This design comes from an exercise in tuning for small area on the open sky130 flow, not from production work. Power figures rest on the tool's default switching activity, not on a simulated workload.

## epsilon
==> flow/design.v <==
module serial_crc_new (
    input  wire        clk,
    input  wire        rst_n,
    input  wire        din,
    input  wire        valid,
    input  wire        init,
    input  wire        w8,
    input  wire        w16,
    input  wire [31:0] poly,
    output reg  [31:0] crc
);
wire top = w8 ? crc[7] : w16 ? crc[15] : crc[31];
wire fb  = top ^ din;
wire [31:0] nx;
assign nx[0]    = din ^ (poly[0] & top);
assign nx[31:1] = crc[30:0] ^ (poly[31:1] & {31{fb}});
wire [31:0] mask = {{16{~w8 & ~w16}}, {8{~w8}}, 8'hff};
always @(posedge clk or negedge rst_n) begin
    if (!rst_n)
        crc <= 32'hffff_ffff;
    else if (init)
        crc <= 32'hffff_ffff;
    else if (valid)
        crc <= nx & mask;
end
endmodule
module spi_trx (
    input  wire        clk,
    input  wire        rst_n,
    input  wire [1:0]  df,
    input  wire [12:0] spi_tnum_max,
    input  wire        lsbf,
    input  wire        crc_en,
    input  wire        rxonly,
    input  wire [31:0] crc_poly,
    input  wire [31:0] spi_tx_data,
    output wire [31:0] tx_crc_data_out,
    output wire        tx_start,
    output reg         tx_num_max_en,
    output reg         tx_crc_en,
    output wire        shift_out,
    input  wire        shift_in,
    output wire [31:0] rx_crc_data_out,
    output reg  [31:0] spi_rx_data,
    output reg         rx_num_max_en,
    output reg         rx_crc_en,
    output wire        rx_busy
);
wire w8  = (df == 2'b00);
wire w16 = (df == 2'b01);
wire w32 = df[1];
reg  [4:0] cnt;
wire       cnt0 = (cnt == 5'd0);
wire       last = (&cnt[2:0]) & (w8 | (cnt[3] & (w16 | cnt[4])));
wire [4:0] cnt_inc = cnt + 1'b1;
wire [4:0] cnt_nx = {cnt_inc[4] & w32, cnt_inc[3] & ~w8, cnt_inc[2:0]};
always @(posedge clk or negedge rst_n) begin
    if (!rst_n)
        cnt <= 5'd0;
    else
        cnt <= cnt_nx;
end
assign rx_busy  = ~cnt0;
assign tx_start = ~rxonly & (cnt == 5'd2);
wire tcnt0 = cnt0 | rxonly;
reg  [12:0] ncnt;
wire        nclr = ~rxonly & ~crc_en;
wire [12:0] ncnt_pre = nclr ? 13'h0 :
                       (cnt0 & ~rx_num_max_en) ? (ncnt + 1'b1) : ncnt;
always @(posedge clk or negedge rst_n) begin
    if (!rst_n)
        ncnt <= 13'h0;
    else
        ncnt <= ncnt_pre;
end
wire max0 = (spi_tnum_max == 13'h0);
wire rx_max_pre = (ncnt_pre >= spi_tnum_max);
wire tx_max_pre = rxonly ? max0 : rx_max_pre;
wire rx_crc_pre = crc_en & ((rx_num_max_en & cnt0) | rx_crc_en);
wire tx_crc_pre = crc_en & ((tx_num_max_en & tcnt0) | tx_crc_en);
always @(posedge clk or negedge rst_n) begin
    if (!rst_n) begin
        rx_num_max_en <= 1'b0;
        tx_num_max_en <= 1'b0;
        rx_crc_en     <= 1'b0;
        tx_crc_en     <= 1'b0;
    end
    else begin
        rx_num_max_en <= rx_max_pre;
        tx_num_max_en <= tx_max_pre;
        rx_crc_en     <= rx_crc_pre;
        tx_crc_en     <= tx_crc_pre;
    end
end
wire [31:0] tsr;
wire [31:0] tsrc = (crc_en & tx_num_max_en) ? tx_crc_data_out : spi_tx_data;
wire [31:0] tsr_pre = rxonly ? 32'h0 :
                      cnt0   ? tsrc :
                      lsbf   ? {1'b0, tsr[31:1]} : {tsr[30:0], 1'b0};
reg        ts0, ts7, ts15, ts31;
reg [5:0]  ts1_6;
reg [6:0]  ts8_14;
reg [14:0] ts16_30;
assign tsr = {ts31, ts16_30, ts15, ts8_14, ts7, ts1_6, ts0};
always @(posedge clk or negedge rst_n) begin
    if (!rst_n) begin
        ts0  <= 1'b0;
        ts7  <= 1'b0;
        ts15 <= 1'b0;
        ts31 <= 1'b0;
    end
    else begin
        ts0  <= tsr_pre[0];
        ts7  <= tsr_pre[7];
        ts15 <= tsr_pre[15];
        ts31 <= tsr_pre[31];
    end
end
always @(posedge clk) begin
    ts1_6   <= tsr_pre[6:1];
    ts8_14  <= tsr_pre[14:8];
    ts16_30 <= tsr_pre[30:16];
end
assign shift_out = lsbf ? tsr[0] : w8 ? tsr[7] : w16 ? tsr[15] : tsr[31];
wire   tx_bit    = lsbf ? tsr_pre[0] : w8 ? tsr_pre[7] : w16 ? tsr_pre[15] : tsr_pre[31];
serial_crc_new u_tx_crc (
    .clk  (clk),
    .rst_n(rst_n),
    .din  (tx_bit),
    .valid(crc_en & ~tx_crc_pre),
    .init (~crc_en),
    .w8   (w8),
    .w16  (w16),
    .poly (crc_poly),
    .crc  (tx_crc_data_out)
);
reg  [31:1] rsr;
wire [31:0] din = {shift_in, rsr[31:1]};
always @(posedge clk)
    rsr <= din[31:1];
wire [31:0] rdata;
genvar g;
generate
    for (g = 0; g < 32; g = g + 1) begin : rsort
        if (g < 8)
            assign rdata[g] = lsbf ? (w8 ? din[g + 24] : w16 ? din[g + 16] : din[g]) : din[31 - g];
        else if (g < 16)
            assign rdata[g] = ~w8 & (lsbf ? (w16 ? din[g + 16] : din[g]) : din[31 - g]);
        else
            assign rdata[g] = w32 & (lsbf ? din[g] : din[31 - g]);
    end
endgenerate
always @(posedge clk or negedge rst_n) begin
    if (!rst_n)
        spi_rx_data <= 32'h0;
    else if (last)
        spi_rx_data <= rdata;
end
serial_crc_new u_rx_crc (
    .clk  (clk),
    .rst_n(rst_n),
    .din  (shift_in),
    .valid(crc_en & ~rx_crc_pre),
    .init (~crc_en),
    .w8   (w8),
    .w16  (w16),
    .poly (crc_poly),
    .crc  (rx_crc_data_out)
);
endmodule
clock: 5.0 ns
lec_check: 0
cap_margin: 20
core_margin: 2
core_utilization: 40
slew_margin: 20
run.sh (not shown) runs the stock make flow with config.mk's settings and CLKGATE_MAP_FILE= SYNTH_SCRIPT=/design/flow/synth_recipe.tcl, a recipe that flattens the netlist after the stock synthesis.
[inputs] beta vs epsilon
==> flow/flow/run.sh (new file) <==
#!/bin/bash
bash standard.sh > standard.log 2>&1
==> flow/standard.sh (new file) <==
#!/bin/bash
# synth_recipe.tcl (not shown) runs the flow's synth.tcl, then flattens the netlist and writes it again
# the make line also repeats each setting of config.mk as NAME=value (left out here)
make -C /OpenROAD-flow-scripts/flow DESIGN_CONFIG=/design/flow/config.mk WORK_HOME=/design/flow/orfs CLKGATE_MAP_FILE= SYNTH_SCRIPT=/design/flow/synth_recipe.tcl "${@:-finish}"
removed: flow/run.sh
## What came out
Synthesized area: epsilon vs beta — no meaningful difference
Delta (beta minus epsilon): number of inverters outside the clock class in the layout saw little to no change; number of nets in the synthesized netlist neither gained nor lost much; wire length did not really move; post-synthesis cell count about even.
Largest net degree at the start of global routing delta (epsilon -> beta): insignificant
Diff epsilon..beta | routed length on met3 | unchanged
Per the comparison of beta with epsilon, power consumed by sequential cells did not really move; placeable core area did not really move; area overhead of the layout relative to synthesis did not really move.
Function was not checked in any run of this note: the RTL went through the layout flow alone.

re-timing with driven ports:
How much do the figures lean on ideal ports? The routed layouts below were timed once more, with nothing changed but the port constraints. Step 1, drivers: a clkbuf_16 drives clk and a buf_2 each remaining input, both assumed. Step 2 adds t to the input delays and takes it off the output delays; t is the mean of the earliest and latest rising clock arrival at the registers after step 1. Input paths then give back, and output paths get back, about the clock's delay inside the block. Slacks: no drivers / after step 1 / after step 2; pairs: no drivers / after step 1.
| run | t (ns) | setup slack, ns | clock arrival spread, ns | worst register clock-pin slew, ns | cell pins on the clock port's net |
|---|---|---|---|---|---|
| epsilon | 0.473 | 1.102 / 1.097 / 0.650 | 0.015 / 0.015 | 0.08 / 0.08 | 1 |
| beta | 0.473 | 1.102 / 1.097 / 0.650 | 0.015 / 0.015 | 0.08 / 0.08 | 1 |
After both steps every run listed still meets setup and hold.
